Context: an optimization exercise on an open-source flow, tuned for small area. The choices shown serve that exercise and are no tape-out recipe.
No activity file was given, so power comes from the tool's default toggle rates. The clock port is modelled as an ideal driver; clocking choices that lean on that would not hold on a real chip.

==> module meas, before the edit <==
module meas
#(
parameter C_IOSCNUM = 48,
parameter C_IOSCDWIDTH = 20,
parameter C_OIDWIDTH = 24,
parameter C_MEMDATAWIDTH = 8,
parameter C_MEMADDRWIDTH = 10
)
(
input                               I_osc_rst,
input       [C_IOSCNUM-1:0]         I_osc,
input                               I_sclk,
input       [C_MEMDATAWIDTH-1:0]    I_mem_data,
output      [C_MEMADDRWIDTH-1:0]    O_mem_addr,
output reg  [C_OIDWIDTH-1:0]        O_prim_id,
output reg                          O_id_v
);
localparam C_L = 6;
localparam C_R = 2;
localparam C_P = 7;
localparam C_H = C_R * C_P;              
localparam C_W = C_L + 1 + 1 + C_H;      
reg [5:0] S_addr;
reg [1:0] S_sub;
wire S_done = S_addr[5] & S_addr[4] & (S_sub == 2'd0);
always @(posedge I_sclk) begin
    if (!I_osc_rst) begin
        S_addr <= 0;
        S_sub <= 0;
        O_id_v <= 0;
    end else if (!S_done) begin
        if (S_addr[0] | (S_sub == 2'd1))
            S_addr <= S_addr + 1'b1;
        if (!S_addr[0])
            S_sub <= S_sub + 1'b1;
    end else begin
        O_id_v <= 1;
    end
end
assign O_mem_addr = {{(C_MEMADDRWIDTH-6){1'b0}}, S_addr};
reg S_osc_rst_d;
always @(posedge I_sclk) begin
    S_osc_rst_d <= I_osc_rst;
end
wire S_snap = S_osc_rst_d & ~I_osc_rst;
reg [2:0] S_phase;
always @(posedge I_sclk) begin
    S_phase <= (S_phase == C_P - 1) ? 3'd0 : S_phase + 1'b1;
end
wire S_last = (S_phase == C_P - 1);
reg [2:0] S_clr_cnt;
wire S_clearing = (S_clr_cnt != 0);
reg S_valid;     
wire S_zero_snap = S_snap & ~S_valid;
wire S_reads_done = I_osc_rst & S_addr[5] & S_addr[4] & (S_sub == 2'd2);
always @(posedge I_sclk) begin
    if (S_reads_done | S_zero_snap)
        S_clr_cnt <= C_P;
    else if (S_clearing)
        S_clr_cnt <= S_clr_cnt - 1'b1;
end
always @(posedge I_sclk) begin
    if (S_snap)
        S_valid <= 1'b0;
    else if (S_clr_cnt == 3'd1)
        S_valid <= 1'b1;
end
reg S_zero;
always @(posedge I_sclk) begin
    if (S_snap)
        S_zero <= S_zero_snap;
end
wire S_take = S_last & ~S_clearing;
wire S_keep = ~S_clearing;
wire [C_IOSCNUM*C_W-1:0] S_osc_data;
genvar i, j;
for (i = 0; i < C_IOSCNUM; i = i + 1) begin: gen_meas_osc
    reg S_gated_d;
    reg [C_L:0] S_live;
    reg [C_L-1:0] S_lo;
    reg [C_H-1:0] S_ring;
    reg S_c;
    wire gated_osc = I_osc_rst & I_osc[i];
    wire [C_L:0] S_t;
    assign S_t[0] = gated_osc & ~S_gated_d;
    for (j = 0; j < C_L; j = j + 1) begin: gen_live
        assign S_t[j+1] = S_t[j] & S_live[j];
    end
    wire [C_R:0] S_tc;
    assign S_tc[0] = S_c;
    for (j = 0; j < C_R; j = j + 1) begin: gen_tap
        assign S_tc[j+1] = S_tc[j] & S_ring[j];
    end
    wire [C_R-1:0] S_digit = {C_R{S_keep}} & (S_ring[C_R-1:0] ^ S_tc[C_R-1:0]);
    always @(posedge I_sclk) begin
        S_gated_d <= gated_osc;
        S_live[C_L-1:0] <= {C_L{I_osc_rst}} & (S_live[C_L-1:0] ^ S_t[C_L-1:0]);
        S_live[C_L] <= ~S_zero_snap & (S_t[C_L] | (S_live[C_L] & ~S_take));
        if (S_snap)
            S_lo <= S_live[C_L-1:0];
        S_ring <= {S_digit, S_ring[C_H-1:C_R]};
        S_c <= S_last ? (S_live[C_L] & S_take) : (S_tc[C_R] & S_keep);
    end
    assign S_osc_data[i*C_W +: C_W] = {S_live[C_L], S_lo, S_c, S_ring};
end
reg [5:0] S_sel;
always @(posedge I_sclk) begin
    S_sel <= I_mem_data[5:0];
end
wire [C_W-1:0] S_mux_data;
meas_mux #(.C_INUM(C_IOSCNUM), .C_IDWIDTH(C_W), .C_ISWIDTH(6)) mux(
    .I_data(S_osc_data),
    .I_sel(S_sel),
    .O_data(S_mux_data)
);
wire [C_IOSCDWIDTH-1:0] S_value;
meas_value #(.C_L(C_L), .C_R(C_R), .C_P(C_P), .C_DWIDTH(C_IOSCDWIDTH)) value(
    .I_data(S_mux_data),
    .I_phase(S_phase),
    .I_zero(S_zero),
    .O_value(S_value)
);
reg [C_IOSCDWIDTH-1:0] S_first;
always @(posedge I_sclk) begin
    S_first <= S_value;
end
wire S_comp;
meas_comp #(.C_IWIDTH(C_IOSCDWIDTH)) comp(
    .I_comp1(S_first),
    .I_comp2(S_value),
    .O_res(S_comp)
);
always @(posedge I_sclk) begin
    if (S_sub == 2'd2 && !S_addr[0])
        O_prim_id <= {O_prim_id[C_OIDWIDTH-2:0], S_comp};
end
endmodule
Settings: LEC_CHECK=0, CAP_MARGIN=0, CORE_MARGIN=2, CORE_UTILIZATION=65, GPL_TIMING_DRIVEN=0, PLACE_DENSITY=0.85, SLEW_MARGIN=0, SYNTH_HIERARCHICAL=1, SYNTH_MINIMUM_KEEP_SIZE=0; clock period 10.0 ns.
standard.sh (not shown) runs the stock make flow with config.mk's settings and CLKGATE_MAP_FILE= SYNTH_SCRIPT=/design/flow/synth_recipe.tcl, a recipe that flattens the netlist after the stock synthesis.
==> flow/flow/run.sh <==
#!/bin/bash
# Standard ORFS flow with a leaner clock tree: CTS without dummy loads and with
# larger sink clusters, and the smallest buffer on the ports.
set -e
export CTS_ARGS="-sink_clustering_enable -repair_clock_nets -dont_use_dummy_load -sink_clustering_size 30 -sink_clustering_max_diameter 100 -buf_list sky130_fd_sc_hd__clkbuf_16"
export REMOVE_ABC_BUFFERS=1
export BUFFER_PORTS_ARGS="-buffer_cell sky130_fd_sc_hd__buf_1"
bash standard.sh > standard.log 2>&1
Change:
--- a/flow/design.v
+++ b/flow/design.v
@@ -198,24 +198,21 @@
 wire S_zero_snap = S_snap & ~S_valid;
 wire S_reads_done = I_osc_rst & S_addr[5] & S_addr[4] & (S_sub == 2'd2);
 always @(posedge I_sclk) begin
     if (S_reads_done | S_zero_snap)
         S_clr_cnt <= C_P;
+    else if (S_snap)
+        S_clr_cnt <= 3'd0;
     else if (S_clearing)
         S_clr_cnt <= S_clr_cnt - 1'b1;
 end
 always @(posedge I_sclk) begin
     if (S_snap)
         S_valid <= 1'b0;
     else if (S_clr_cnt == 3'd1)
         S_valid <= 1'b1;
 end
-reg S_zero;
-always @(posedge I_sclk) begin
-    if (S_snap)
-        S_zero <= S_zero_snap;
-end
 wire S_take = S_last & ~S_clearing;
 wire S_keep = ~S_clearing;
 wire [C_IOSCNUM*C_W-1:0] S_osc_data;
 genvar i, j;
 for (i = 0; i < C_IOSCNUM; i = i + 1) begin: gen_meas_osc
@@ -259,11 +256,11 @@
 );
 wire [C_IOSCDWIDTH-1:0] S_value;
 meas_value #(.C_L(C_L), .C_R(C_R), .C_P(C_P), .C_DWIDTH(C_IOSCDWIDTH)) value(
     .I_data(S_mux_data),
     .I_phase(S_phase),
-    .I_zero(S_zero),
+    .I_zero(S_clearing),
     .O_value(S_value)
 );
 reg [C_IOSCDWIDTH-1:0] S_first;
 always @(posedge I_sclk) begin
     S_first <= S_value;
The new run ran to the end with no violations.
Clock-buffer cell count does not change.
Total power goes up by 0.50%.
First-iteration DRC count goes up by 1.5%.
Combinational power goes up by 7.0%.
Maximum frequency goes up by 1.7%.
Clock skew goes down by 4.3 ps.
Synthesized area hardly moves.
Global-route usage goes up by 0.18 points.
Clock power barely changes.
Worst setup slack gains 120 ps.
Core utilization goes down by 0.11 points.
Design area hardly moves.
Cell count hardly moves.
Function was not checked in any run of this note: the RTL went through the layout flow alone.

[what the ideal ports hide]
The results above use ideal ports. As a check the final layouts listed here were re-extracted and re-timed, cells and wires unchanged.
Step 1, drivers: a clkbuf_16 drives clk and a buf_2 each remaining input, both assumed.
Step 2, shift: input delay + t, output delay - t, t = (earliest + latest rising clock arrival at the registers) / 2. This alone moves slack from input paths to output paths.
Slacks: no drivers / after step 1 / after step 2; pairs: no drivers / after step 1.
| run | t, ns | slack for setup (ns) | worst register clock-pin slew, ns | cell pins on the clock port's net |
|---|---|---|---|---|
| the first run | 0.717 | 2.443 / 2.443 / 2.443 | 0.11 / 0.11 | 1 |
| the second run | 0.709 | 2.567 / 2.567 / 2.567 | 0.11 / 0.11 | 1 |
After both steps setup and hold are still met in every run listed.
